Source: an optimization exercise on an open RTL-to-GDS flow (aim: small area and a short achievable clock period). Production flows keep margins and buffers that such runs may drop.
The RTL was checked by simulation tests, not by an equivalence proof against the original design.

### design/flow/config.mk
export PLATFORM = sky130hd
export DESIGN_NAME = singleCycle
export DESIGN_NICKNAME = singleCycle
export VERILOG_FILES = /design/flow/design.v
export SDC_FILE = /design/flow/constraint.sdc
export NUM_CORES = 4
export LEC_CHECK = 0
export CAP_MARGIN = 20
export CORE_MARGIN = 2
export CORE_UTILIZATION = 40
export SLEW_MARGIN = 20
### design/flow/constraint.sdc
create_clock -name core_clock -period 20.0 [get_ports {clk}]
set_input_delay 4.0000 -clock core_clock [delete_from_list [all_inputs] [get_ports {clk}]]
set_output_delay 4.0000 -clock core_clock [all_outputs]
set_load 0.01 [all_outputs]
### design/flow/design.v
module mul16lo(input [15:0] a, input [15:0] b, output [15:0] p);
  wire [15:0] pp [0:15];
  genvar gi;
  generate for (gi = 0; gi < 16; gi = gi + 1) begin : g_pp
    assign pp[gi] = a & {16{b[gi]}};
  end endgenerate
  wire s1, c2, s3, c4, s5, c6, s7, c8, s9, c10, s11, c12, s13, c14, s15, c16, s17, c18, s19, c20, s21, c22, s23, c24, s25, c26, s27, c28, s29, c30, s31, c32, s33, c34, s35, c36, s37, c38, s39, c40, s41, c42, s43, c44, s45, c46, s47, c48, s49, c50, s51, c52, s53, c54, s55, c56, s57, c58, s59, c60, s61, c62, s63, c64, s65, c66, s67, c68, s69, c70, s71, c72, s73, c74, s75, c76, s77, c78, s79, c80, s81, c82, s83, c84, s85, c86, s87, c88, s89, c90, s91, c92, s93, c94, s95, c96, s97, c98, s99, c100, s101, c102, s103, c104, s105, c106, s107, c108, s109, c110, s111, c112, s113, c114, s115, c116, s117, c118, s119, c120, s121, c122, s123, c124, s125, c126, s127, c128, s129, c130, s131, c132, s133, c134, s135, c136, s137, c138, s139, c140, s141, c142, s143, c144, s145, c146, s147, c148, s149, c150, s151, c152, s153, c154, s155, c156, s157, c158, s159, c160, s161, c162, s163, c164, s165, c166, s167, c168, s169, c170, s171, c172, s173, c174, s175, c176, s177, c178, s179, c180, s181, c182, x183, x184, x185, x186, x187, x188, x189, x190, x191, x192, x193, x194, x195, x196;
  assign s1 = pp[2][0] ^ pp[1][1];
  assign c2 = pp[2][0] & pp[1][1];
  assign s3 = pp[3][0] ^ pp[2][1] ^ pp[1][2];
  assign c4 = (pp[3][0] & pp[2][1]) | (pp[3][0] & pp[1][2]) | (pp[2][1] & pp[1][2]);
  assign s5 = pp[0][3] ^ c2;
  assign c6 = pp[0][3] & c2;
  assign s7 = pp[4][0] ^ pp[3][1] ^ pp[2][2];
  assign c8 = (pp[4][0] & pp[3][1]) | (pp[4][0] & pp[2][2]) | (pp[3][1] & pp[2][2]);
  assign s9 = pp[1][3] ^ pp[0][4] ^ c4;
  assign c10 = (pp[1][3] & pp[0][4]) | (pp[1][3] & c4) | (pp[0][4] & c4);
  assign s11 = s7 ^ c6;
  assign c12 = s7 & c6;
  assign s13 = pp[5][0] ^ pp[4][1] ^ pp[3][2];
  assign c14 = (pp[5][0] & pp[4][1]) | (pp[5][0] & pp[3][2]) | (pp[4][1] & pp[3][2]);
  assign s15 = pp[2][3] ^ pp[1][4] ^ pp[0][5];
  assign c16 = (pp[2][3] & pp[1][4]) | (pp[2][3] & pp[0][5]) | (pp[1][4] & pp[0][5]);
  assign s17 = c8 ^ s13 ^ s15;
  assign c18 = (c8 & s13) | (c8 & s15) | (s13 & s15);
  assign s19 = c12 ^ c10;
  assign c20 = c12 & c10;
  assign s21 = pp[6][0] ^ pp[5][1] ^ pp[4][2];
  assign c22 = (pp[6][0] & pp[5][1]) | (pp[6][0] & pp[4][2]) | (pp[5][1] & pp[4][2]);
  assign s23 = pp[3][3] ^ pp[2][4] ^ pp[1][5];
  assign c24 = (pp[3][3] & pp[2][4]) | (pp[3][3] & pp[1][5]) | (pp[2][4] & pp[1][5]);
  assign s25 = pp[0][6] ^ c14 ^ c16;
  assign c26 = (pp[0][6] & c14) | (pp[0][6] & c16) | (c14 & c16);
  assign s27 = s21 ^ s23 ^ c18;
  assign c28 = (s21 & s23) | (s21 & c18) | (s23 & c18);
  assign s29 = s25 ^ c20;
  assign c30 = s25 & c20;
  assign s31 = pp[7][0] ^ pp[6][1] ^ pp[5][2];
  assign c32 = (pp[7][0] & pp[6][1]) | (pp[7][0] & pp[5][2]) | (pp[6][1] & pp[5][2]);
  assign s33 = pp[4][3] ^ pp[3][4] ^ pp[2][5];
  assign c34 = (pp[4][3] & pp[3][4]) | (pp[4][3] & pp[2][5]) | (pp[3][4] & pp[2][5]);
  assign s35 = pp[1][6] ^ pp[0][7] ^ c22;
  assign c36 = (pp[1][6] & pp[0][7]) | (pp[1][6] & c22) | (pp[0][7] & c22);
  assign s37 = c24 ^ s31 ^ s33;
  assign c38 = (c24 & s31) | (c24 & s33) | (s31 & s33);
  assign s39 = c26 ^ s35 ^ s37;
  assign c40 = (c26 & s35) | (c26 & s37) | (s35 & s37);
  assign s41 = c28 ^ c30;
  assign c42 = c28 & c30;
  assign s43 = pp[8][0] ^ pp[7][1] ^ pp[6][2];
  assign c44 = (pp[8][0] & pp[7][1]) | (pp[8][0] & pp[6][2]) | (pp[7][1] & pp[6][2]);
  assign s45 = pp[5][3] ^ pp[4][4] ^ pp[3][5];
  assign c46 = (pp[5][3] & pp[4][4]) | (pp[5][3] & pp[3][5]) | (pp[4][4] & pp[3][5]);
  assign s47 = pp[2][6] ^ pp[1][7] ^ pp[0][8];
  assign c48 = (pp[2][6] & pp[1][7]) | (pp[2][6] & pp[0][8]) | (pp[1][7] & pp[0][8]);
  assign s49 = c32 ^ c34 ^ s43;
  assign c50 = (c32 & c34) | (c32 & s43) | (c34 & s43);
  assign s51 = s45 ^ s47 ^ c36;
  assign c52 = (s45 & s47) | (s45 & c36) | (s47 & c36);
  assign s53 = c38 ^ s49 ^ s51;
  assign c54 = (c38 & s49) | (c38 & s51) | (s49 & s51);
  assign s55 = c40 ^ c42;
  assign c56 = c40 & c42;
  assign s57 = pp[9][0] ^ pp[8][1] ^ pp[7][2];
  assign c58 = (pp[9][0] & pp[8][1]) | (pp[9][0] & pp[7][2]) | (pp[8][1] & pp[7][2]);
  assign s59 = pp[6][3] ^ pp[5][4] ^ pp[4][5];
  assign c60 = (pp[6][3] & pp[5][4]) | (pp[6][3] & pp[4][5]) | (pp[5][4] & pp[4][5]);
  assign s61 = pp[3][6] ^ pp[2][7] ^ pp[1][8];
  assign c62 = (pp[3][6] & pp[2][7]) | (pp[3][6] & pp[1][8]) | (pp[2][7] & pp[1][8]);
  assign s63 = pp[0][9] ^ c44 ^ c46;
  assign c64 = (pp[0][9] & c44) | (pp[0][9] & c46) | (c44 & c46);
  assign s65 = c48 ^ s57 ^ s59;
  assign c66 = (c48 & s57) | (c48 & s59) | (s57 & s59);
  assign s67 = s61 ^ c50 ^ s63;
  assign c68 = (s61 & c50) | (s61 & s63) | (c50 & s63);
  assign s69 = s65 ^ c52 ^ s67;
  assign c70 = (s65 & c52) | (s65 & s67) | (c52 & s67);
  assign s71 = c54 ^ s69;
  assign c72 = c54 & s69;
  assign s73 = pp[10][0] ^ pp[9][1] ^ pp[8][2];
  assign c74 = (pp[10][0] & pp[9][1]) | (pp[10][0] & pp[8][2]) | (pp[9][1] & pp[8][2]);
  assign s75 = pp[7][3] ^ pp[6][4] ^ pp[5][5];
  assign c76 = (pp[7][3] & pp[6][4]) | (pp[7][3] & pp[5][5]) | (pp[6][4] & pp[5][5]);
  assign s77 = pp[4][6] ^ pp[3][7] ^ pp[2][8];
  assign c78 = (pp[4][6] & pp[3][7]) | (pp[4][6] & pp[2][8]) | (pp[3][7] & pp[2][8]);
  assign s79 = pp[1][9] ^ pp[0][10] ^ c58;
  assign c80 = (pp[1][9] & pp[0][10]) | (pp[1][9] & c58) | (pp[0][10] & c58);
  assign s81 = c60 ^ c62 ^ s73;
  assign c82 = (c60 & c62) | (c60 & s73) | (c62 & s73);
  assign s83 = s75 ^ s77 ^ c64;
  assign c84 = (s75 & s77) | (s75 & c64) | (s77 & c64);
  assign s85 = c66 ^ s79 ^ s81;
  assign c86 = (c66 & s79) | (c66 & s81) | (s79 & s81);
  assign s87 = c68 ^ s83 ^ s85;
  assign c88 = (c68 & s83) | (c68 & s85) | (s83 & s85);
  assign s89 = c70 ^ s87;
  assign c90 = c70 & s87;
  assign s91 = pp[11][0] ^ pp[10][1] ^ pp[9][2];
  assign c92 = (pp[11][0] & pp[10][1]) | (pp[11][0] & pp[9][2]) | (pp[10][1] & pp[9][2]);
  assign s93 = pp[8][3] ^ pp[7][4] ^ pp[6][5];
  assign c94 = (pp[8][3] & pp[7][4]) | (pp[8][3] & pp[6][5]) | (pp[7][4] & pp[6][5]);
  assign s95 = pp[5][6] ^ pp[4][7] ^ pp[3][8];
  assign c96 = (pp[5][6] & pp[4][7]) | (pp[5][6] & pp[3][8]) | (pp[4][7] & pp[3][8]);
  assign s97 = pp[2][9] ^ pp[1][10] ^ pp[0][11];
  assign c98 = (pp[2][9] & pp[1][10]) | (pp[2][9] & pp[0][11]) | (pp[1][10] & pp[0][11]);
  assign s99 = c74 ^ c76 ^ c78;
  assign c100 = (c74 & c76) | (c74 & c78) | (c76 & c78);
  assign s101 = s91 ^ s93 ^ s95;
  assign c102 = (s91 & s93) | (s91 & s95) | (s93 & s95);
  assign s103 = s97 ^ c80 ^ c82;
  assign c104 = (s97 & c80) | (s97 & c82) | (c80 & c82);
  assign s105 = s99 ^ s101 ^ c84;
  assign c106 = (s99 & s101) | (s99 & c84) | (s101 & c84);
  assign s107 = c86 ^ s103 ^ s105;
  assign c108 = (c86 & s103) | (c86 & s105) | (s103 & s105);
  assign s109 = c88 ^ c90;
  assign c110 = c88 & c90;
  assign s111 = pp[12][0] ^ pp[11][1] ^ pp[10][2];
  assign c112 = (pp[12][0] & pp[11][1]) | (pp[12][0] & pp[10][2]) | (pp[11][1] & pp[10][2]);
  assign s113 = pp[9][3] ^ pp[8][4] ^ pp[7][5];
  assign c114 = (pp[9][3] & pp[8][4]) | (pp[9][3] & pp[7][5]) | (pp[8][4] & pp[7][5]);
  assign s115 = pp[6][6] ^ pp[5][7] ^ pp[4][8];
  assign c116 = (pp[6][6] & pp[5][7]) | (pp[6][6] & pp[4][8]) | (pp[5][7] & pp[4][8]);
  assign s117 = pp[3][9] ^ pp[2][10] ^ pp[1][11];
  assign c118 = (pp[3][9] & pp[2][10]) | (pp[3][9] & pp[1][11]) | (pp[2][10] & pp[1][11]);
  assign s119 = pp[0][12] ^ c92 ^ c94;
  assign c120 = (pp[0][12] & c92) | (pp[0][12] & c94) | (c92 & c94);
  assign s121 = c96 ^ c98 ^ s111;
  assign c122 = (c96 & c98) | (c96 & s111) | (c98 & s111);
  assign s123 = s113 ^ s115 ^ s117;
  assign c124 = (s113 & s115) | (s113 & s117) | (s115 & s117);
  assign s125 = c100 ^ c102 ^ s119;
  assign c126 = (c100 & c102) | (c100 & s119) | (c102 & s119);
  assign s127 = s121 ^ s123 ^ c104;
  assign c128 = (s121 & s123) | (s121 & c104) | (s123 & c104);
  assign s129 = s125 ^ c106 ^ s127;
  assign c130 = (s125 & c106) | (s125 & s127) | (c106 & s127);
  assign s131 = c108 ^ s129;
  assign c132 = c108 & s129;
  assign s133 = pp[13][0] ^ pp[12][1] ^ pp[11][2];
  assign c134 = (pp[13][0] & pp[12][1]) | (pp[13][0] & pp[11][2]) | (pp[12][1] & pp[11][2]);
  assign s135 = pp[10][3] ^ pp[9][4] ^ pp[8][5];
  assign c136 = (pp[10][3] & pp[9][4]) | (pp[10][3] & pp[8][5]) | (pp[9][4] & pp[8][5]);
  assign s137 = pp[7][6] ^ pp[6][7] ^ pp[5][8];
  assign c138 = (pp[7][6] & pp[6][7]) | (pp[7][6] & pp[5][8]) | (pp[6][7] & pp[5][8]);
  assign s139 = pp[4][9] ^ pp[3][10] ^ pp[2][11];
  assign c140 = (pp[4][9] & pp[3][10]) | (pp[4][9] & pp[2][11]) | (pp[3][10] & pp[2][11]);
  assign s141 = pp[1][12] ^ pp[0][13] ^ c112;
  assign c142 = (pp[1][12] & pp[0][13]) | (pp[1][12] & c112) | (pp[0][13] & c112);
  assign s143 = c114 ^ c116 ^ c118;
  assign c144 = (c114 & c116) | (c114 & c118) | (c116 & c118);
  assign s145 = s133 ^ s135 ^ s137;
  assign c146 = (s133 & s135) | (s133 & s137) | (s135 & s137);
  assign s147 = s139 ^ c120 ^ c122;
  assign c148 = (s139 & c120) | (s139 & c122) | (c120 & c122);
  assign s149 = c124 ^ s141 ^ s143;
  assign c150 = (c124 & s141) | (c124 & s143) | (s141 & s143);
  assign s151 = s145 ^ c126 ^ s147;
  assign c152 = (s145 & c126) | (s145 & s147) | (c126 & s147);
  assign s153 = s149 ^ c128 ^ s151;
  assign c154 = (s149 & c128) | (s149 & s151) | (c128 & s151);
  assign s155 = c130 ^ s153;
  assign c156 = c130 & s153;
  assign s157 = pp[14][0] ^ pp[13][1] ^ pp[12][2];
  assign c158 = (pp[14][0] & pp[13][1]) | (pp[14][0] & pp[12][2]) | (pp[13][1] & pp[12][2]);
  assign s159 = pp[11][3] ^ pp[10][4] ^ pp[9][5];
  assign c160 = (pp[11][3] & pp[10][4]) | (pp[11][3] & pp[9][5]) | (pp[10][4] & pp[9][5]);
  assign s161 = pp[8][6] ^ pp[7][7] ^ pp[6][8];
  assign c162 = (pp[8][6] & pp[7][7]) | (pp[8][6] & pp[6][8]) | (pp[7][7] & pp[6][8]);
  assign s163 = pp[5][9] ^ pp[4][10] ^ pp[3][11];
  assign c164 = (pp[5][9] & pp[4][10]) | (pp[5][9] & pp[3][11]) | (pp[4][10] & pp[3][11]);
  assign s165 = pp[2][12] ^ pp[1][13] ^ pp[0][14];
  assign c166 = (pp[2][12] & pp[1][13]) | (pp[2][12] & pp[0][14]) | (pp[1][13] & pp[0][14]);
  assign s167 = c134 ^ c136 ^ c138;
  assign c168 = (c134 & c136) | (c134 & c138) | (c136 & c138);
  assign s169 = c140 ^ s157 ^ s159;
  assign c170 = (c140 & s157) | (c140 & s159) | (s157 & s159);
  assign s171 = s161 ^ s163 ^ s165;
  assign c172 = (s161 & s163) | (s161 & s165) | (s163 & s165);
  assign s173 = c142 ^ c144 ^ c146;
  assign c174 = (c142 & c144) | (c142 & c146) | (c144 & c146);
  assign s175 = s167 ^ s169 ^ s171;
  assign c176 = (s167 & s169) | (s167 & s171) | (s169 & s171);
  assign s177 = c148 ^ c150 ^ s173;
  assign c178 = (c148 & c150) | (c148 & s173) | (c150 & s173);
  assign s179 = s175 ^ c152 ^ s177;
  assign c180 = (s175 & c152) | (s175 & s177) | (c152 & s177);
  assign s181 = c154 ^ s179;
  assign c182 = c154 & s179;
  assign x183 = pp[15][0] ^ pp[14][1] ^ pp[13][2];
  assign x184 = pp[12][3] ^ pp[11][4] ^ pp[10][5];
  assign x185 = pp[9][6] ^ pp[8][7] ^ pp[7][8];
  assign x186 = pp[6][9] ^ pp[5][10] ^ pp[4][11];
  assign x187 = pp[3][12] ^ pp[2][13] ^ pp[1][14];
  assign x188 = pp[0][15] ^ c158 ^ c160;
  assign x189 = c162 ^ c164 ^ c166;
  assign x190 = x183 ^ x184 ^ x185;
  assign x191 = x186 ^ x187 ^ c168;
  assign x192 = c170 ^ c172 ^ x188;
  assign x193 = x189 ^ x190 ^ c174;
  assign x194 = x191 ^ c176 ^ x192;
  assign x195 = x193 ^ c178 ^ x194;
  assign x196 = c180 ^ x195;
  wire [15:0] mx = {c182, c156, c132, c110, s107, c72, c56, s53, s39, s27, s17, s9, s3, pp[0][2], pp[1][0], pp[0][0]};
  wire [15:0] my = {x196, s181, s155, s131, s109, s89, s71, s55, s41, s29, s19, s11, s5, s1, pp[0][1], 1'b0};
  assign p = mx + my;
endmodule
module singleCycle(input clk, input reset, input [15:0] instr, output [15:0] pc, output [15:0] Result);
  reg [14:0] pcr;
  assign pc = {pcr, 1'b0};
  always @(posedge clk)
    if (reset) pcr <= 15'd0;
    else       pcr <= pcr + 15'd1;
  wire [3:0] op = instr[15:12];
  wire [2:0] s  = instr[11:9];
  wire [2:0] t  = instr[8:6];
  wire [2:0] d  = instr[5:3];
  reg [15:0] r0, r1, r2, r3, r4, r5, r6, r7;
  reg        C;
  wire [15:0] a01 = s[0] ? r1 : r0, a23 = s[0] ? r3 : r2, a45 = s[0] ? r5 : r4, a67 = s[0] ? r7 : r6;
  wire [15:0] a03 = s[1] ? a23 : a01, a47 = s[1] ? a67 : a45;
  wire [15:0] a   = s[2] ? a47 : a03;
  wire [15:0] b01 = t[0] ? r1 : r0, b23 = t[0] ? r3 : r2, b45 = t[0] ? r5 : r4, b67 = t[0] ? r7 : r6;
  wire [15:0] b03 = t[1] ? b23 : b01, b47 = t[1] ? b67 : b45;
  wire [15:0] b   = t[2] ? b47 : b03;
  wire [15:0] sext = {{10{instr[5]}}, instr[5:0]};
  wire [15:0] bop  = (op[1] & op[0]) ? sext : (op[0] ? ~b : b);
  wire        cin  = op[1] ? C : op[0];
  wire [16:0] sum  = {1'b0, a} + {1'b0, bop} + {16'd0, cin};
  wire [15:0] shr = a >> instr[3:0];
  wire [15:0] mul;
  mul16lo u_mul(.a(a), .b(b), .p(mul));
  assign Result = op[2] ? (op[0] ? mul : shr) : sum[15:0];
  wire       we   = ~op[3] & ~(op[2] & (op[1] | op[0]));
  wire [2:0] dst  = (op[2] | (op[1] & op[0])) ? t : d;
  wire [15:0] wd  = Result | {16{reset}};
  wire [7:0] en;
  genvar gi;
  generate for (gi = 0; gi < 8; gi = gi + 1) begin : g_en
    assign en[gi] = reset | (we & (dst == gi));
  end endgenerate
  always @(posedge clk) begin
    if (en[0]) r0 <= wd;
    if (en[1]) r1 <= wd;
    if (en[2]) r2 <= wd;
    if (en[3]) r3 <= wd;
    if (en[4]) r4 <= wd;
    if (en[5]) r5 <= wd;
    if (en[6]) r6 <= wd;
    if (en[7]) r7 <= wd;
  end
  wire cnew = op[2] ? 1'b0 : (sum[16] ^ (~op[1] & op[0]));
  always @(posedge clk)
    if (reset)   C <= 1'b0;
    else if (we) C <= cnew;
endmodule
### design/flow/flow/run.sh
#!/bin/bash
# The standard ORFS layout (standard.sh) with these make settings:
#   "BUFFER_PORTS_ARGS=-buffer_cell sky130_fd_sc_hd__buf_2" ADDER_MAP_FILE= SETUP_SLACK_MARGIN=7
# BUFFER_PORTS_ARGS: port buffers are buf_2 cells instead of the default delay-buffer cell.
# ADDER_MAP_FILE= (if set): Yosys keeps adders as plain gates for ABC, which then sees
#   the full timing paths through the multiplier tree (registers are unchanged).
# SETUP_SLACK_MARGIN: repair_timing aims for a larger setup margin.
set -euo pipefail
bash standard.sh "BUFFER_PORTS_ARGS=-buffer_cell sky130_fd_sc_hd__buf_2" ADDER_MAP_FILE= SETUP_SLACK_MARGIN=7 finish > flow_make.log 2>&1
### design/flow/standard.sh
#!/bin/bash
# synth_recipe.tcl (not shown) runs the flow's synth.tcl, then flattens the netlist and writes it again
# the make line also repeats each setting of config.mk as NAME=value (left out here)
make -C /OpenROAD-flow-scripts/flow DESIGN_CONFIG=/design/flow/config.mk WORK_HOME=/design/flow/orfs CLKGATE_MAP_FILE= SYNTH_SCRIPT=/design/flow/synth_recipe.tcl "${@:-finish}"
==> qor.yml, run 1 <==
outcome: "finished clean"
vias: 9698
synthAdderAreaFrac_pct: 6.199
clk_latency_ns: 0.42
globalplace.congestion: 0.8800
numCtsBuffers: 17
coreArea_sq_mm: 0.03172
cpPeakStageDelay_ns: 0.54
ys_ff_latch: 144
tns_ns: 0
async_reset_ff_share_pct: 0
grt_pass1_vias: 9296
cts_tree: "built"
syn_area_per_cell_sq_um: 10.78
grt_max_degree: 61
worstSetupEndpointType: "output port"
synth_cells: 1198
period_share_pct: 63.92
yosysWarnings: 2
cpMostUsedCell: "buf_2"
clockBufferDepth: 2
die_area_sq_mm: 0.03375
yosys-top-cells-area: "edfxtp_1, mux4_2, xnor2_1"
cts-htree-levels: 4
seq_area_frac_synth_pct: 32.24
cp.arrival_ns: 8.78
finalSetupViolCount: 0
ys.flop_type: "edfxtp_1"
chipHeight_microns: 183.7
crit_path_start_kind: "primary input"
rows: 65
drc: 0
clkTransAtPathRegs_ns: 0.07
crit_type: "in -> out"
hold_violations: 0
synth_area_sq_mm: 0.01292
grt_first_pass_wirelength_microns: 55490
cts_hold_buffers: 0
diodes: 0
final_nets: 1265
ff_latch_area_sq_mm: 0.004164
synth_nets: 1216
rsz0062_at_grt: "true"
grt_usage_pct: 22.03
synth_top_area_share_pct: 29.76
whs_ns: 0.4892
slowest_stage: "mux4_2"
numPortBuffers: 48
min_period_ns: 12.78
clkSinkCount: 144
io_pins: 50
cp.required_ns: 16.00
fillers: 2893
wl_per_cell_microns: 22.52
r2r.worst_path.cells: 16
dp_hpwl_microns: 24850
slew_headroom_pct: 32.43
worstPathCellList: "buf_2, buf_12, mux4_2, mux2_2, o31a_1, a211oi_4, a22oi_1, a211o_1, maj3_2, o211ai_1, a311oi_1, a2111o_1, a41oi_2, maj3_1, a21oi_1, xor2_1, a21boi_1, nand2_1, buf_2"
synth_edf_count: 128
synth_top_family_by_area: "XOR/XNOR gates"
synth-compound-area-share_pct: 8.572
yosys.cell_types.count: 77
worst_slew_pin_slew_ns: 1.011
synth_xor_area_share_pct: 18.88
initial_core_util_pct: 40.73
antenna_found_initial: 0
crit_fanout: 13
fin_area_sq_mm: 0.01473
hold_class: "reg -> reg"
fmax_mhz: 78.22
placed_area_sq_mm: 0.01337
cap_viol_max_count: 0
ant_nets: 0
syn2layout_area_growth_pct: 14.06
post-route-util_pct: 46.45
gr-total-overflow: 0
first_pass_iters: 7
wl_microns: 37430
muxShareOfSynthArea_pct: 17.86
yosys.area.top_type: "edfxtp_1"
drive_above_1_share_pct: 24.52
drt-initial-drc-count: 843
synthSimpleGateAreaFrac_pct: 12.07
via_per_inst: 5.835
multi_input_area_sq_mm: 0.008497
min_path_cells: 1
cts_root_buf: "clkbuf_16"
skew_ns: 0.008923
slew_violations: 0
die_width_microns: 183.7
-- flip-flops by register name, summed over array words and instances, names as in the netlist --
name,count
r3,16
r6,16
r1,16
r4,16
C,1
pcr,15
r5,16
r0,16
r2,16
r7,16
-- what timing repair did --
action | in CTS | in global routing
gates resized for setup | 25 | 24
pin swaps | 1 | 3
setup buffers | 27 | 4
cloned | 3 | 3
setup endpoints to repair | 8 | 7
-- synthesized netlist by cell type, types with 7 or more instances --
| library cell | instances |
|---|---|
| a21oi_1 | 25 |
| a31oi_1 | 7 |
| and3_1 | 9 |
| buf_2 | 17 |
| buf_4 | 12 |
| buf_6 | 10 |
| clkbuf_1 | 30 |
| dfxtp_1 | 16 |
| edfxtp_1 | 128 |
| inv_1 | 22 |
| maj3_1 | 44 |
| maj3_2 | 32 |
| mux2_2 | 20 |
| mux2i_1 | 34 |
| mux2i_4 | 9 |
| mux4_2 | 61 |
| nand2_1 | 69 |
| nand2b_1 | 16 |
| nand3_1 | 15 |
| nor2_1 | 182 |
| nor2b_1 | 9 |
| nor3_1 | 28 |
| o211ai_1 | 24 |
| o21ai_0 | 37 |
| or2_2 | 10 |
| xnor2_1 | 145 |
| xnor3_1 | 15 |
| xor2_1 | 44 |
| xor3_1 | 16 |
-- path summary, 6_finish.rpt --
path	from	to	slack, ns
worst max-delay path	instr[9]	Result[14]	7.22
worst min-delay path	pcr[0]$_SDFF_PP0_	pcr[0]$_SDFF_PP0_	0.49
worst max register to register	r7[0]$_DFFE_PP_	r1[14]$_DFFE_PP_	14.72
worst min register to register	pcr[0]$_SDFF_PP0_	pcr[0]$_SDFF_PP0_	0.49
-- layer usage --
metal / part of all wire, % / track usage, %
met1: 43 / 29.54
met2: 48 / 37.04
met3: 6.2 / 2.773
met4: 2.9 / 7.264
met5: 0 / 0
-- kinds of logic after synthesis --
logic type,after synthesis
flip-flops,144
buffers and inverters,99
multiplexers,137
XOR/XNOR,224
adder cells (fa/ha/maj),76
AO/OA/AOI/OAI,159
other,1
AND/OR/NAND/NOR,358
-- area by class of cell --
| cell class | count | share of cell area (%) |
|---|---|---|
| Multi-Input combinational cell | 958 | 57.67 |
| Sequential cell | 144 | 28.26 |
| Timing Repair Buffer | 101 | 5.851 |
| Tap cell | 402 | 3.414 |
| Clock buffer | 17 | 2.887 |
| Clock inverter | 15 | 1.282 |
| Inverter | 25 | 0.6369 |
-- worst max-delay path: cells and delay by family --
family | cells | cell delay [ns]
compound gates | 10 | 2.47
mux | 2 | 0.88
fa+ha+maj | 2 | 0.67
buf+inv | 3 | 0.51
xor+xnor | 1 | 0.17
simple gates | 1 | 0.07
-- metrics by stage --
stage	instances	worst slack (ns)
3_5_place_dp	1592	6.298
3_3_place_gp	1592	6.030
6_report	1662	7.216
5_1_grt	1662	7.003
2_1_floorplan	1198	7.790
4_1_cts	1654	7.012
-- cells in the final DEF, fill, tap and decap left out, types with 5 or more instances in the layout --
master,instances
mux2i_4,16
xor2_1,41
mux2_2,20
buf_2,45
nor2b_1,9
or3_1,5
xnor3_1,15
buf_4,37
dfxtp_1,16
clkbuf_16,20
nor2_1,181
maj3_2,33
edfxtp_1,128
nand2_1,69
mux2i_1,32
o21ai_1,6
o21ai_0,37
mux2_1,6
or2_2,10
nand2b_1,16
inv_1,22
o211ai_1,24
buf_6,5
nand3_1,15
inv_6,6
nor3_1,27
xor3_1,16
a31oi_1,7
mux4_2,61
a21oi_1,25
and3_1,9
xnor2_1,138
maj3_1,43
buf_12,10
and2_1,5
xnor2_2,10
==> run 2, diff against run 1 <==
==> design/flow/flow/run.sh (replaced) <==
#!/bin/bash
# The standard ORFS layout (standard.sh) with these make settings:
#   "BUFFER_PORTS_ARGS=-buffer_cell sky130_fd_sc_hd__buf_2" ADDER_MAP_FILE= SETUP_SLACK_MARGIN=5
# BUFFER_PORTS_ARGS: port buffers are buf_2 cells instead of the default delay-buffer cell.
# ADDER_MAP_FILE= (if set): Yosys keeps adders as plain gates for ABC, which then sees
#   the full timing paths through the multiplier tree (registers are unchanged).
# SETUP_SLACK_MARGIN: repair_timing aims for a larger setup margin.
set -euo pipefail
bash standard.sh "BUFFER_PORTS_ARGS=-buffer_cell sky130_fd_sc_hd__buf_2" ADDER_MAP_FILE= SETUP_SLACK_MARGIN=5 finish > flow_make.log 2>&1
==> qor.yml, run 2 <==
skew_ns: 0.009635  # was 0.008923 ns
slew_violations: 0  # unchanged
syn_area_per_cell_sq_um: 10.78  # unchanged
ys_ff_latch: 144  # unchanged
globalplace.congestion: 0.8800  # unchanged
drt-initial-drc-count: 763  # was 843
met2_usage_pct: 35.91  # was 37.04%
dp.cells: 1592  # unchanged
yosys.area.top_type: "edfxtp_1"  # unchanged
finalSetupViolCount: 0  # unchanged
grtUsageMet1_pct: 29.30  # was 29.54%
synth_most_common_cell: "nor2_1"  # unchanged
post_cts_resized: 0  # was 25
synth_top_area_share_pct: 29.76  # unchanged
wl_per_cell_microns: 21.81  # was 22.52 microns
final_nets: 1227  # was 1265
cts_hold_buffers: 0  # unchanged
ys.flop_type: "edfxtp_1"  # unchanged
min_period_ns: 13.76  # was 12.78 ns
die_width_microns: 183.7  # unchanged
first_pass_iters: 5  # was 7
hold_violations: 0  # unchanged
cp.arrival_ns: 9.76  # was 8.78 ns
grt_max_degree: 61  # unchanged
yosys-top-cells-area: "edfxtp_1, mux4_2, xnor2_1"  # unchanged
grt_first_pass_wirelength_microns: 53960  # was 55490 microns
crit_path_start_kind: "primary input"  # unchanged
initial_core_util_pct: 40.73  # unchanged
synth_cells: 1198  # unchanged
fin_cells: 1624  # was 1662
cap_viol_max_count: 0  # unchanged
diodes: 0  # unchanged
worstSetupEndpointType: "output port"  # unchanged
clkSinkCount: 144  # unchanged
syn2layout_area_growth_pct: 8.253  # was 14.06%
rows: 65  # unchanged
coreArea_sq_mm: 0.03172  # unchanged
grt_busiest_layer: "met2"  # unchanged
die_area_sq_mm: 0.03375  # unchanged
dp_hpwl_microns: 24850  # unchanged
yosysWarnings: 2  # unchanged
cp.required_ns: 16.00  # about the same
rsz0062_at_grt: "false"  # was true
met3_usage_pct: 2.219  # was 2.773%
crit_type: "in -> out"  # unchanged
cts_tree: "built"  # unchanged
period_share_pct: 68.81  # was 63.92%
fmax_mhz: 72.67  # was 78.22 MHz
synth_area_sq_mm: 0.01292  # unchanged
numCtsBuffers: 17  # unchanged
clkTransAtPathRegs_ns: 0.07  # about the same
synth_edf_count: 128  # unchanged
async_reset_ff_share_pct: 0  # unchanged
drc: 0  # unchanged
tns_ns: 0  # unchanged
final_common_cell: "nor2_1"  # unchanged
numPortBuffers: 48  # unchanged
postCtsSetupRepairBufs: 0  # was 27
slew_headroom_pct: 28.55  # was 32.43%
crit_fanout: 37  # was 13
via_per_inst: 5.815  # was 5.835
antenna_found_initial: 0  # unchanged
cts_root_buf: "clkbuf_16"  # unchanged
seq_area_frac_synth_pct: 32.24  # unchanged
chipHeight_microns: 183.7  # unchanged
fin_area_sq_mm: 0.01398  # was 0.01473 sq mm
synth_nets: 1216  # unchanged
worst_slew_pin_slew_ns: 1.069  # was 1.011 ns
ant_nets: 0  # unchanged
ys_top_cells_by_count: "nor2_1, xnor2_1, edfxtp_1, nand2_1, mux4_2"  # unchanged
vias: 9443  # was 9698
yosys.cell_types.count: 77  # unchanged
layout.cells.most_common_list: "nor2_1, xnor2_1, edfxtp_1"  # unchanged
placed_area_sq_mm: 0.01337  # unchanged
wl_microns: 35410  # was 37430 microns
drive_above_1_share_pct: 20.87  # was 24.52%
clockBufferDepth: 2  # unchanged
outcome: "finished clean"  # unchanged
gr-total-overflow: 0  # unchanged
clk_latency_ns: 0.42  # about the same
cts-htree-levels: 4  # unchanged
hold_class: "reg -> reg"  # unchanged
grt_usage_pct: 21.28  # was 22.03%
grt_pass1_vias: 9144  # was 9296
io_pins: 50  # unchanged
run 2: cell counts after synthesis:
No cell type changed its count.
run 2: cell families (layout without fill, tap and decap cells):
logic type | count (synthesis) | count (layout) | synth area share (%)
simple gates | 358 | 358 | 12.07
xor+xnor | 224 | 224 | 18.88
compound gates | 159 | 159 | 8.572
flops | 144 | 144 | 32.24
mux | 137 | 137 | 17.86
buf+inv | 99 | 123 | 4.155
fa+ha+maj | 76 | 76 | 6.199
other cells | 1 | 1 | 0.02903
run 2: through the flow:
stage,hold slack [ns],util (%),setup WS [ns]
after floorplan,0.4842,-,7.790
after global placement,0.4601,42.11,6.030
after detailed placement,0.4764,42.15,6.298
after CTS,0.4920,44.09,6.267
after global routing,0.5303,44.09,5.869
final,0.4887,44.09,6.238
run 2: path summary, 6_finish.rpt:
path                                        start  slack, ns  depth (start not counted)                 to
worst max-delay path                     instr[6]       6.24                         18         Result[13]
worst min-delay path            pcr[0]$_SDFF_PP0_       0.49                          1  pcr[0]$_SDFF_PP0_
worst max register to register    r3[6]$_DFFE_PP_      14.12                         15   r4[13]$_DFFE_PP_
worst min register to register  pcr[0]$_SDFF_PP0_       0.49                          1  pcr[0]$_SDFF_PP0_
run 2: cell type report:
| cell class | count | area (sq um) |
|---|---|---|
| repair buffers | 66 | 375.4 |
| clock inverters | 15 | 188.9 |
| fillers | 2969 | 17730 |
| inverters | 25 | 93.84 |
| multi-input cells | 955 | 8233 |
| well taps | 402 | 503.0 |
| flip-flops and latches | 144 | 4164 |
| clock buffers | 17 | 425.4 |
run 2: per-layer routing:
metal,vias up,routed length [microns]
met3,52,2196
met4,0,730
met2,367,16950
met5,-,0
met1,4646,15540
li1,4378,-
run 2: worst max-delay path: stages:
cell      delay (ns)
buf_2           0.08
buf_4           0.56
mux4_2          0.60
mux2i_2         0.77
nor2_1          0.17
xor3_1          0.44
maj3_2          0.34
xnor3_1         0.46
maj3_2          0.38
nor3_1          0.40
a221oi_1        0.14
or2_2           0.35
o211ai_2        0.09
nand2_1         0.12
xnor2_1         0.14
a221oi_1        0.46
nor2_1          0.08
buf_2           0.16
==> run 3, diff against run 2 <==
==> design/flow/flow/run.sh (replaced) <==
#!/bin/bash
# The standard ORFS layout (standard.sh) with these make settings:
#   "BUFFER_PORTS_ARGS=-buffer_cell sky130_fd_sc_hd__buf_2" ADDER_MAP_FILE= SETUP_SLACK_MARGIN=7 CORE_UTILIZATION=60
# BUFFER_PORTS_ARGS: port buffers are buf_2 cells instead of the default delay-buffer cell.
# ADDER_MAP_FILE= (if set): Yosys keeps adders as plain gates for ABC, which then sees
#   the full timing paths through the multiplier tree (registers are unchanged).
# SETUP_SLACK_MARGIN: repair_timing aims for a larger setup margin.
set -euo pipefail
bash standard.sh "BUFFER_PORTS_ARGS=-buffer_cell sky130_fd_sc_hd__buf_2" ADDER_MAP_FILE= SETUP_SLACK_MARGIN=7 CORE_UTILIZATION=60 finish > flow_make.log 2>&1
==> qor.yml, run 3 <==
cpPeakStageDelay_ns: 0.65  # was 0.77 ns
min_period_ns: 12.82  # was 13.76 ns
numCtsBuffers: 17  # unchanged
grt_max_degree: 61  # unchanged
ys_ff_latch: 144  # unchanged
slew_headroom_pct: 26.09  # was 28.55%
die_area_sq_mm: 0.02272  # was 0.03375 sq mm
yosys.area.top_type: "edfxtp_1"  # unchanged
ys_top_cells_by_count: "nor2_1, xnor2_1, edfxtp_1, nand2_1, mux4_2"  # unchanged
first_pass_iters: 5  # unchanged
io_pins: 50  # unchanged
outcome: "finished clean"  # unchanged
cts_hold_buffers: 0  # unchanged
crit_path_start_kind: "primary input"  # unchanged
ys.flop_type: "edfxtp_1"  # unchanged
dp_hpwl_microns: 24200  # was 24850 microns
drc: 0  # unchanged
whs_ns: 0.4880  # was 0.4887 ns
clkTransAtPathRegs_ns: 0.07  # about the same
yosys.cell_types.count: 77  # unchanged
numPortBuffers: 48  # unchanged
cts_tree: "built"  # unchanged
final_nets: 1271  # was 1227
via_per_inst: 6.467  # was 5.815
fin_cells: 1541  # was 1624
cp.arrival_ns: 8.82  # was 9.76 ns
finalSetupViolCount: 0  # unchanged
drive_above_1_share_pct: 24.41  # was 20.87%
fmax_mhz: 78.00  # was 72.67 MHz
ff_latch_area_sq_mm: 0.004164  # unchanged
globalplace.congestion: 0.9026  # was 0.8800
cts-htree-levels: 4  # unchanged
layout.cells.most_common_list: "nor2_1, xnor2_1, edfxtp_1"  # unchanged
drt-initial-drc-count: 967  # was 763
diodes: 0  # unchanged
cp_top_family: "adder cells"  # was multiplexers
synth_cells: 1198  # unchanged
syn_area_per_cell_sq_um: 10.78  # unchanged
yosysWarnings: 2  # unchanged
worstSetupEndpointType: "output port"  # unchanged
rows: 53  # was 65
rsz0062_at_grt: "true"  # was false
wl_per_cell_microns: 23.90  # was 21.81 microns
grt_pass1_vias: 9298  # was 9144
worstPathCellList: "buf_2, buf_12, mux4_2, mux2i_4, buf_12, buf_4, nor2_1, maj3_2, maj3_2, maj3_2, maj3_1, xor2_1, xnor2_1, xnor2_4, o21ai_0, a31oi_1, a41oi_2, xnor2_2, a31o_1, buf_2"  # was buf_2, buf_4, mux4_2, mux2i_2, nor2_1, xor3_1, maj3_2, xnor3_1, maj3_2, nor3_1, a221oi_1, or2_2, o211ai_2, nand2_1, xnor2_1, a221oi_1, nor2_1, buf_2
cts_root_buf: "clkbuf_16"  # unchanged
multi_input_area_sq_mm: 0.008417  # was 0.008233 sq mm
async_reset_ff_share_pct: 0  # unchanged
synth_edf_count: 128  # unchanged
skew_ns: 0.01575  # was 0.009635 ns
fillers: 1609  # was 2969
vias: 9965  # was 9443
cpMostUsedCell: "maj3_2"
coreArea_sq_mm: 0.02109  # was 0.03172 sq mm
worst-path-buf-inv: 5  # was 3
grt_usage_pct: 33.00  # was 21.28%
syn2layout_area_growth_pct: 12.00  # was 8.253%
period_share_pct: 64.10  # was 68.81%
wl_microns: 36830  # was 35410 microns
hold_violations: 0  # unchanged
clkSinkCount: 144  # unchanged
worst_slew_pin_slew_ns: 1.106  # was 1.069 ns
antenna_found_initial: 0  # unchanged
slew_violations: 0  # unchanged
initial_core_util_pct: 61.26  # was 40.73%
die_width_microns: 150.7  # was 183.7 microns
synth_nets: 1216  # unchanged
dp.cells: 1468  # was 1592
gr-total-overflow: 0  # unchanged
synth_most_common_cell: "nor2_1"  # unchanged
synth_area_sq_mm: 0.01292  # unchanged
grt_first_pass_wirelength_microns: 54860  # was 53960 microns
hold_class: "reg -> reg"  # unchanged
cp.required_ns: 16.00  # about the same
crit_fanout: 19  # was 37
yosys-top-cells-area: "edfxtp_1, mux4_2, xnor2_1"  # unchanged
crit_type: "in -> out"  # unchanged
chipHeight_microns: 150.7  # was 183.7 microns
clockBufferDepth: 2  # unchanged
synth_top_area_share_pct: 29.76  # unchanged
tns_ns: 0  # unchanged
slowest_stage: "mux4_2"  # was mux2i_2
cap_viol_max_count: 0  # unchanged
clk_latency_ns: 0.43  # was 0.42 ns
seq_area_frac_synth_pct: 32.24  # unchanged
final_common_cell: "nor2_1"  # unchanged
ant_nets: 0  # unchanged
-- run 3: cell counts after synthesis --
Identical to the previous run, type by type.
-- run 3: worst paths after layout --
path                     startpoint           endpoint  slack (ns)  cells after the start
setup reg to reg    r1[3]$_DFFE_PP_   r3[13]$_DFFE_PP_       14.68                     17
hold reg to reg   pcr[0]$_SDFF_PP0_  pcr[0]$_SDFF_PP0_        0.49                      1
hold / removal    pcr[0]$_SDFF_PP0_  pcr[0]$_SDFF_PP0_        0.49                      1
setup / recovery           instr[6]         Result[15]        7.18                     20
-- run 3: cell families (layout without fill, tap and decap cells) --
| logic type | after synthesis | in the layout | share of synthesized area [%] |
|---|---|---|---|
| compound gates | 159 | 159 | 8.572 |
| xor+xnor | 224 | 224 | 18.88 |
| fa+ha+maj | 76 | 76 | 6.199 |
| buf+inv | 99 | 164 | 4.155 |
| flops | 144 | 144 | 32.24 |
| mux | 137 | 140 | 17.86 |
| other cells | 1 | 1 | 0.02903 |
| simple gates | 358 | 358 | 12.07 |
-- run 3: worst reg2reg max path, stage by stage, from the launching register on --
cell	delay, ns
edfxtp_1	0.40
mux4_2	0.49
mux2i_2	0.17
buf_4	0.30
nor2_1	0.15
maj3_2	0.35
maj3_2	0.33
maj3_2	0.33
maj3_2	0.32
xnor2_1	0.14
xnor2_1	0.42
xor2_1	0.20
or2_1	0.27
o211ai_2	0.08
nand2_1	0.12
xnor2_1	0.23
a221oi_2	0.13
o21ai_1	0.59
-- run 3: stage by stage --
stage	utilization (%)	setup slack, ns	cell area (sq um)
after CTS	67.54	7.025	14240
after global routing	68.61	6.971	14470
final	68.61	7.180	14470
after floorplan	-	7.790	12920
after detailed placement	62.69	6.165	13220
after global placement	62.69	6.275	13220
-- run 3: layout make-up --
type,instances,share of cell area [%]
Clock buffer,17,2.940
Clock inverter,15,1.237
Inverter,25,0.6486
Multi-Input combinational cell,958,58.18
Sequential cell,144,28.78
Tap cell,275,2.378
Timing Repair Buffer,107,5.838
-- run 3: layer usage --
metal | share of wire, % | track usage (%) | wire [microns]
met1 | 42 | 47.42 | 15570
met2 | 45 | 52.09 | 16660
met3 | 9.0 | 4.636 | 3313
met4 | 3.5 | 10.75 | 1285
met5 | 0 | 0 | 0
-- run 3: repair_timing --
item | 4_1_cts | 5_1_grt
hold endpoints to repair | 0 | 0
gates cloned | 3 | 2
setup endpoints to repair | 9 | 5
buffers inserted | 28 | 8
pin swaps | 0 | 2
gates resized for setup | 18 | 19
==> run 4, diff against run 3 <==
==> design/flow/flow/run.sh (replaced) <==
#!/bin/bash
# The standard ORFS layout (standard.sh) with these make settings:
#   "BUFFER_PORTS_ARGS=-buffer_cell sky130_fd_sc_hd__buf_2" ADDER_MAP_FILE= SETUP_SLACK_MARGIN=6 CORE_UTILIZATION=60 "CTS_BUF_LIST=sky130_fd_sc_hd__clkbuf_4 sky130_fd_sc_hd__clkbuf_8"
# BUFFER_PORTS_ARGS: port buffers are buf_2 cells instead of the default delay-buffer cell.
# ADDER_MAP_FILE= (if set): Yosys keeps adders as plain gates for ABC, which then sees
#   the full timing paths through the multiplier tree (registers are unchanged).
# SETUP_SLACK_MARGIN: repair_timing aims for a larger setup margin.
set -euo pipefail
bash standard.sh "BUFFER_PORTS_ARGS=-buffer_cell sky130_fd_sc_hd__buf_2" ADDER_MAP_FILE= SETUP_SLACK_MARGIN=6 CORE_UTILIZATION=60 "CTS_BUF_LIST=sky130_fd_sc_hd__clkbuf_4 sky130_fd_sc_hd__clkbuf_8" finish > flow_make.log 2>&1
==> qor.yml, run 4 <==
synth_top_area_share_pct: 29.76  # unchanged
synth_cells: 1198  # unchanged
fin_cells: 1503  # was 1541
rows: 53  # unchanged
vias: 9637  # was 9965
multi_input_area_sq_mm: 0.008262  # was 0.008417 sq mm
numCtsBuffers: 17  # unchanged
hold_violations: 0  # unchanged
chipHeight_microns: 150.7  # unchanged
antenna_found_initial: 0  # unchanged
die_area_sq_mm: 0.02272  # unchanged
drc: 0  # unchanged
yosys-top-cells-area: "edfxtp_1, mux4_2, xnor2_1"  # unchanged
ff_latch_area_sq_mm: 0.004164  # unchanged
cp.required_ns: 16.00  # about the same
grt_pass1_vias: 9057  # was 9298
coreArea_sq_mm: 0.02109  # unchanged
ys.flop_type: "edfxtp_1"  # unchanged
crit_type: "in -> out"  # unchanged
slew_violations: 0  # unchanged
tns_ns: 0  # unchanged
cts_root_buf: "clkbuf_8"  # was clkbuf_16
drive_above_1_share_pct: 21.09  # was 24.41%
synth_nets: 1216  # unchanged
cp.arrival_ns: 9.61  # was 8.82 ns
fmax_mhz: 73.48  # was 78.00 MHz
whs_ns: 0.4903  # was 0.4880 ns
cap_viol_max_count: 0  # unchanged
period_share_pct: 68.04  # was 64.10%
worst-path-buf-inv: 3  # was 5
drt-initial-drc-count: 943  # was 967
final_common_cell: "nor2_1"  # unchanged
cpMostUsedCell: "xnor2_1"  # was maj3_2
dp_hpwl_microns: 24200  # unchanged
slew_headroom_pct: 27.35  # was 26.09%
wl_per_cell_microns: 23.77  # was 23.90 microns
placed_area_sq_mm: 0.01322  # unchanged
clkTransAtPathRegs_ns: 0.10  # was 0.07 ns
grt_usage_pct: 31.69  # was 33.00%
crit_path_start_kind: "primary input"  # unchanged
cts-htree-levels: 4  # unchanged
fin_area_sq_mm: 0.01368  # was 0.01447 sq mm
wl_microns: 35720  # was 36830 microns
worst_slew_pin_slew_ns: 1.087  # was 1.106 ns
crit_fanout: 33  # was 19
initial_core_util_pct: 61.26  # unchanged
syn2layout_area_growth_pct: 5.938  # was 12.00%
gr-total-overflow: 0  # unchanged
synth_area_sq_mm: 0.01292  # unchanged
layout.cells.most_common_list: "nor2_1, xnor2_1, edfxtp_1"  # unchanged
finalSetupViolCount: 0  # unchanged
hold_class: "reg -> reg"  # unchanged
syn_area_per_cell_sq_um: 10.78  # unchanged
seq_area_frac_synth_pct: 32.24  # unchanged
rsz0062_at_grt: "false"  # was true
via_per_inst: 6.412  # was 6.467
finalWorstSetupSlack_ns: 6.391  # was 7.180 ns
pre_cts_ws_ns: 6.165  # unchanged
worstPathCellList: "buf_2, nand2b_1, o22ai_1, or2_0, nor2_1, xor3_1, maj3_2, xnor2_1, xnor2_1, clkinv_1, maj3_1, xnor2_1, o21ai_0, a31oi_1, a41oi_2, xnor2_1, a31o_1, buf_2"  # was buf_2, buf_12, mux4_2, mux2i_4, buf_12, buf_4, nor2_1, maj3_2, maj3_2, maj3_2, maj3_1, xor2_1, xnor2_1, xnor2_4, o21ai_0, a31oi_1, a41oi_2, xnor2_2, a31o_1, buf_2
worstSetupEndpointType: "output port"  # unchanged
async_reset_ff_share_pct: 0  # unchanged
cp_top_family: "XOR/XNOR gates"  # was adder cells
globalplace.congestion: 0.9026  # unchanged
cts_hold_buffers: 0  # unchanged
dp.cells: 1468  # unchanged
ys_top_cells_by_count: "nor2_1, xnor2_1, edfxtp_1, nand2_1, mux4_2"  # unchanged
ant_nets: 0  # unchanged
cpPeakStageDelay_ns: 0.74  # was 0.65 ns
skew_ns: 0.02062  # was 0.01575 ns
slowest_stage: "o22ai_1"  # was mux4_2
grt_max_degree: 61  # unchanged
fillers: 1709  # was 1609
yosysWarnings: 2  # unchanged
clkSinkCount: 144  # unchanged
post_cts_resized: 0  # was 18
min_period_ns: 13.61  # was 12.82 ns
post-route-util_pct: 64.89  # was 68.61%
yosys.area.top_type: "edfxtp_1"  # unchanged
synth_most_common_cell: "nor2_1"  # unchanged
diodes: 0  # unchanged
clockBufferDepth: 2  # unchanged
synth_edf_count: 128  # unchanged
io_pins: 50  # unchanged
cts_tree: "built"  # unchanged
postCtsSetupRepairBufs: 0  # was 28
first_pass_iters: 5  # unchanged
die_width_microns: 150.7  # unchanged
yosys.cell_types.count: 77  # unchanged
grt_first_pass_wirelength_microns: 52920  # was 54860 microns
outcome: "finished clean"  # unchanged
numPortBuffers: 48  # unchanged
clk_latency_ns: 0.46  # was 0.43 ns
ys_ff_latch: 144  # unchanged
final_nets: 1233  # was 1271
run 4: cell count changes in the layout (fill, tap and decap cells not counted), moves of 3 or more:
cell | before | now
xnor2_2 | 9 | 4
buf_12 | 9 | 0
mux2i_2 | 4 | 10
clkbuf_8 | 0 | 17
mux2i_4 | 15 | 9
buf_4 | 51 | 19
buf_2 | 44 | 47
clkbuf_16 | 19 | 0
xnor2_1 | 139 | 145
run 4: final timing paths:
path | startpoint | endpoint | slack, ns | cells after the start
setup / recovery | instr[7] | Result[15] | 6.39 | 18
setup reg to reg | r2[0]$_DFFE_PP_ | r3[13]$_DFFE_PP_ | 14.16 | 17
hold reg to reg | pcr[0]$_SDFF_PP0_ | pcr[0]$_SDFF_PP0_ | 0.49 | 1
hold / removal | pcr[0]$_SDFF_PP0_ | pcr[0]$_SDFF_PP0_ | 0.49 | 1
run 4: final cells by class:
| class | instances | share of cell area (%) |
|---|---|---|
| inverter | 25 | 0.6857 |
| clock inverter | 15 | 1.307 |
| multi-input combinational | 958 | 60.37 |
| clock buffer | 17 | 1.710 |
| sequential | 144 | 30.43 |
| timing repair buffer | 69 | 2.981 |
| tap | 275 | 2.514 |
run 4: cells by family (layout without fill, tap and decap cells):
kind of cell             count (synthesis)  in the layout  share of synthesized area [%]
AND/OR/NAND/NOR                        358            358                          12.07
XOR/XNOR                               224            224                          18.88
AO/OA/AOI/OAI                          159            159                          8.572
flip-flops                             144            144                          32.24
multiplexers                           137            140                          17.86
buffers and inverters                   99            126                          4.155
adder cells (fa/ha/maj)                 76             76                          6.199
other                                    1              1                        0.02903
run 4: per-layer routing:
layer | global-route usage, % | vias up | wire, microns
met1 | 46.80 | 4756 | 15730
met3 | 3.818 | 57 | 2680
li1 | - | 4407 | -
met2 | 50.27 | 417 | 16570
met5 | 0 | - | 0
met4 | 7.850 | 0 | 742
==> run 5, diff against run 4 <==
==> design/flow/flow/run.sh (replaced) <==
#!/bin/bash
# The standard ORFS layout (standard.sh) with these make settings:
#   "BUFFER_PORTS_ARGS=-buffer_cell sky130_fd_sc_hd__buf_2" ADDER_MAP_FILE= SETUP_SLACK_MARGIN=7 CORE_UTILIZATION=60 "CTS_BUF_LIST=sky130_fd_sc_hd__clkbuf_4 sky130_fd_sc_hd__clkbuf_8"
# BUFFER_PORTS_ARGS: port buffers are buf_2 cells instead of the default delay-buffer cell.
# ADDER_MAP_FILE= (if set): Yosys keeps adders as plain gates for ABC, which then sees
#   the full timing paths through the multiplier tree (registers are unchanged).
# SETUP_SLACK_MARGIN: repair_timing aims for a larger setup margin.
set -euo pipefail
bash standard.sh "BUFFER_PORTS_ARGS=-buffer_cell sky130_fd_sc_hd__buf_2" ADDER_MAP_FILE= SETUP_SLACK_MARGIN=7 CORE_UTILIZATION=60 "CTS_BUF_LIST=sky130_fd_sc_hd__clkbuf_4 sky130_fd_sc_hd__clkbuf_8" finish > flow_make.log 2>&1
==> qor.yml, run 5 <==
outcome: "finished clean"  # unchanged
ys.flop_type: "edfxtp_1"  # unchanged
clockBufferDepth: 2  # unchanged
ant_nets: 0  # unchanged
ys_top_cells_by_count: "nor2_1, xnor2_1, edfxtp_1, nand2_1, mux4_2"  # unchanged
cpPeakStageDelay_ns: 0.55  # was 0.74 ns
final_common_cell: "nor2_1"  # unchanged
synth_edf_count: 128  # unchanged
crit_path_start_kind: "primary input"  # unchanged
synth_nets: 1216  # unchanged
drive_above_1_share_pct: 24.07  # was 21.09%
clkTransAtPathRegs_ns: 0.10  # about the same
rows: 53  # unchanged
gr-total-overflow: 0  # unchanged
io_pins: 50  # unchanged
grt_pass1_vias: 9224  # was 9057
yosysWarnings: 2  # unchanged
finalSetupViolCount: 0  # unchanged
globalplace.congestion: 0.9026  # unchanged
met1Wirelength_microns: 15420  # was 15730 microns
yosys.area.top_type: "edfxtp_1"  # unchanged
wl_microns: 36550  # was 35720 microns
initial_core_util_pct: 61.26  # unchanged
antenna_found_initial: 0  # unchanged
numCtsBuffers: 17  # unchanged
crit_cells: 18  # unchanged
numPortBuffers: 48  # unchanged
seq_area_frac_synth_pct: 32.24  # unchanged
drt-initial-drc-count: 974  # was 943
highest_layer: "met4"  # unchanged
coreArea_sq_mm: 0.02109  # unchanged
grt_first_pass_wirelength_microns: 54430  # was 52920 microns
chipHeight_microns: 150.7  # unchanged
fillers: 1647  # was 1709
grt_max_degree: 61  # unchanged
grt_usage_pct: 32.74  # was 31.69%
diodes: 0  # unchanged
synth_area_sq_mm: 0.01292  # unchanged
worst_slew_pin_slew_ns: 1.068  # was 1.087 ns
fmax_mhz: 77.86  # was 73.48 MHz
yosys.cell_types.count: 77  # unchanged
yosys-top-cells-area: "edfxtp_1, mux4_2, xnor2_1"  # unchanged
cp.required_ns: 16.00  # about the same
async_reset_ff_share_pct: 0  # unchanged
skew_ns: 0.02243  # was 0.02062 ns
clkSinkCount: 144  # unchanged
vias: 9911  # was 9637
cts_hold_buffers: 0  # unchanged
wl_per_cell_microns: 23.76  # was 23.77 microns
crit_type: "in -> out"  # unchanged
synth_most_common_cell: "nor2_1"  # unchanged
slowest_stage: "mux4_2"  # was o22ai_1
period_share_pct: 64.22  # was 68.04%
cp.arrival_ns: 8.84  # was 9.61 ns
min_period_ns: 12.84  # was 13.61 ns
ys_ff_latch: 144  # unchanged
syn_area_per_cell_sq_um: 10.78  # unchanged
cts_tree: "built"  # unchanged
tns_ns: 0  # unchanged
met3_length_microns: 3225  # was 2680 microns
clk_latency_ns: 0.46  # about the same
cp_top_family: "adder cells"  # was XOR/XNOR gates
cts-htree-levels: 4  # unchanged
dp_hpwl_microns: 24200  # unchanged
final_nets: 1268  # was 1233
worst-path-buf-inv: 3  # unchanged
post-route-util_pct: 67.49  # was 64.89%
min_path_cells: 1  # unchanged
synth_top_area_share_pct: 29.76  # unchanged
cap_viol_max_count: 0  # unchanged
die_width_microns: 150.7  # unchanged
drc: 0  # unchanged
synth_cells: 1198  # unchanged
slew_headroom_pct: 28.60  # was 27.35%
ff2ff_setup_slack_ns: 14.70  # was 14.16 ns
layout.cells.most_common_list: "nor2_1, xnor2_1, edfxtp_1"  # unchanged
worstSetupEndpointType: "output port"  # unchanged
worstPathCellList: "buf_2, buf_12, mux4_2, mux2i_4, nor2_1, maj3_1, maj3_2, maj3_2, maj3_1, xor2_1, xnor2_1, xnor2_4, o21ai_0, a31oi_1, a41oi_2, xnor2_2, a31o_1, buf_2"  # was buf_2, nand2b_1, o22ai_1, or2_0, nor2_1, xor3_1, maj3_2, xnor2_1, xnor2_1, clkinv_1, maj3_1, xnor2_1, o21ai_0, a31oi_1, a41oi_2, xnor2_1, a31o_1, buf_2
die_area_sq_mm: 0.02272  # unchanged
hold_violations: 0  # unchanged
wl_met2_microns: 16830  # was 16570 microns
via_per_inst: 6.444  # was 6.412
cts_root_buf: "clkbuf_8"  # unchanged
crit_fanout: 19  # was 33
r2r.worst_path.cells: 17  # unchanged
slew_violations: 0  # unchanged
syn2layout_area_growth_pct: 10.17  # was 5.938%
first_pass_iters: 5  # unchanged
rsz0062_at_grt: "true"  # was false
hold_class: "reg -> reg"  # unchanged
run 5: cell counts after synthesis:
Identical to the previous run, type by type.
run 5: path summary, 6_finish.rpt:
check | to | start
worst max register to register | r1[15]$_DFFE_PP_ | r0[2]$_DFFE_PP_
worst min-delay path | pcr[0]$_SDFF_PP0_ | pcr[0]$_SDFF_PP0_
worst min register to register | pcr[0]$_SDFF_PP0_ | pcr[0]$_SDFF_PP0_
worst max-delay path | Result[15] | instr[6]
run 5: worst reg2reg max path: stages, from the launching register on:
cell      delay, ns
edfxtp_1       0.42
mux4_2         0.58
mux2i_4        0.20
buf_12         0.15
buf_4          0.12
nor2_1         0.05
xor3_1         0.42
maj3_2         0.35
maj3_2         0.35
maj3_1         0.43
xor2_1         0.20
xnor2_1        0.38
xnor2_4        0.22
o21ai_0        0.14
a31oi_1        0.19
a41oi_2        0.07
xnor2_2        0.21
a311o_1        0.49
run 5: final cells by class:
| cell class | instances | area [sq um] | share of cell area, % |
|---|---|---|---|
| Multi-Input combinational cell | 958 | 8394 | 58.99 |
| Sequential cell | 144 | 4164 | 29.26 |
| Timing Repair Buffer | 104 | 822.0 | 5.776 |
| Tap cell | 275 | 344.1 | 2.418 |
| Clock buffer | 17 | 234.0 | 1.644 |
| Clock inverter | 15 | 178.9 | 1.257 |
| Inverter | 25 | 93.84 | 0.6594 |
run 5: metal layers:
metal	track usage, %	vias to the layer above
met5	0	-
met4	10.19	0
met3	5.212	76
met2	51.68	481
met1	46.85	4881
li1	-	4473
run 5: through the flow:
step / setup WS (ns) / hold WS (ns) / area, sq um / std cells
2_1_floorplan: 7.790 / 0.4842 / 12920 / 1198
3_3_place_gp: 6.275 / 0.4587 / 13220 / 1468
3_5_place_dp: 6.165 / 0.4732 / 13220 / 1468
4_1_cts: 7.067 / 0.4947 / 14050 / 1531
5_1_grt: 6.949 / 0.5569 / 14230 / 1538
6_report: 7.157 / 0.4947 / 14230 / 1538
run 5: timing repair:
item | CTS | global route
gates resized for setup | 18 | 15
buffers inserted | 28 | 5
endpoints found under the setup margin | 9 | 5
pin swaps | 0 | 2
cloned | 3 | 2
run 5: cells by family (layout without fill, tap and decap cells):
logic type	after synthesis	in the layout	share of synthesized area, %
AOI/OAI and AO/OA	159	159	8.572
xor gates and xnor gates	224	224	18.88
adders and majority gates	76	76	6.199
buffers and inverters	99	161	4.155
DFF	144	144	32.24
muxes	137	140	17.86
other	1	1	0.02903
and+or+nand+nor	358	358	12.07

-- port drivers added, routing unchanged --
In the flow no input, the clock included, has a driving cell. The finished layouts below were timed again as built, in two steps. Step 1: set_driving_cell puts a clkbuf_16 on clk and a buf_2 on each other input, an assumption about the parent block. Step 2 moves the port delays by t, midway between the first and last clock arrival at a register: inputs arrive t later, outputs are due t later. That takes back most of the time a late clock gives input paths. Slacks: ideal ports / drivers / drivers and shift; pairs: ideal ports / drivers.
| run | t (ns) | slack for setup (ns) | worst register clock-pin slew, ns | cell pins on the clock port's net |
|---|---|---|---|---|
| run 1 | 0.462 | 7.216 / 7.194 / 7.194 | 0.07 / 0.07 | 1 |
| run 2 | 0.458 | 6.238 / 6.219 / 6.219 | 0.07 / 0.07 | 1 |
| run 3 | 0.476 | 7.180 / 7.155 / 7.155 | 0.08 / 0.08 | 1 |
| run 4 | 0.493 | 6.391 / 6.366 / 6.366 | 0.10 / 0.10 | 1 |
| run 5 | 0.497 | 7.157 / 7.132 / 7.132 | 0.11 / 0.11 | 1 |
After both steps setup and hold are still met in every run listed.
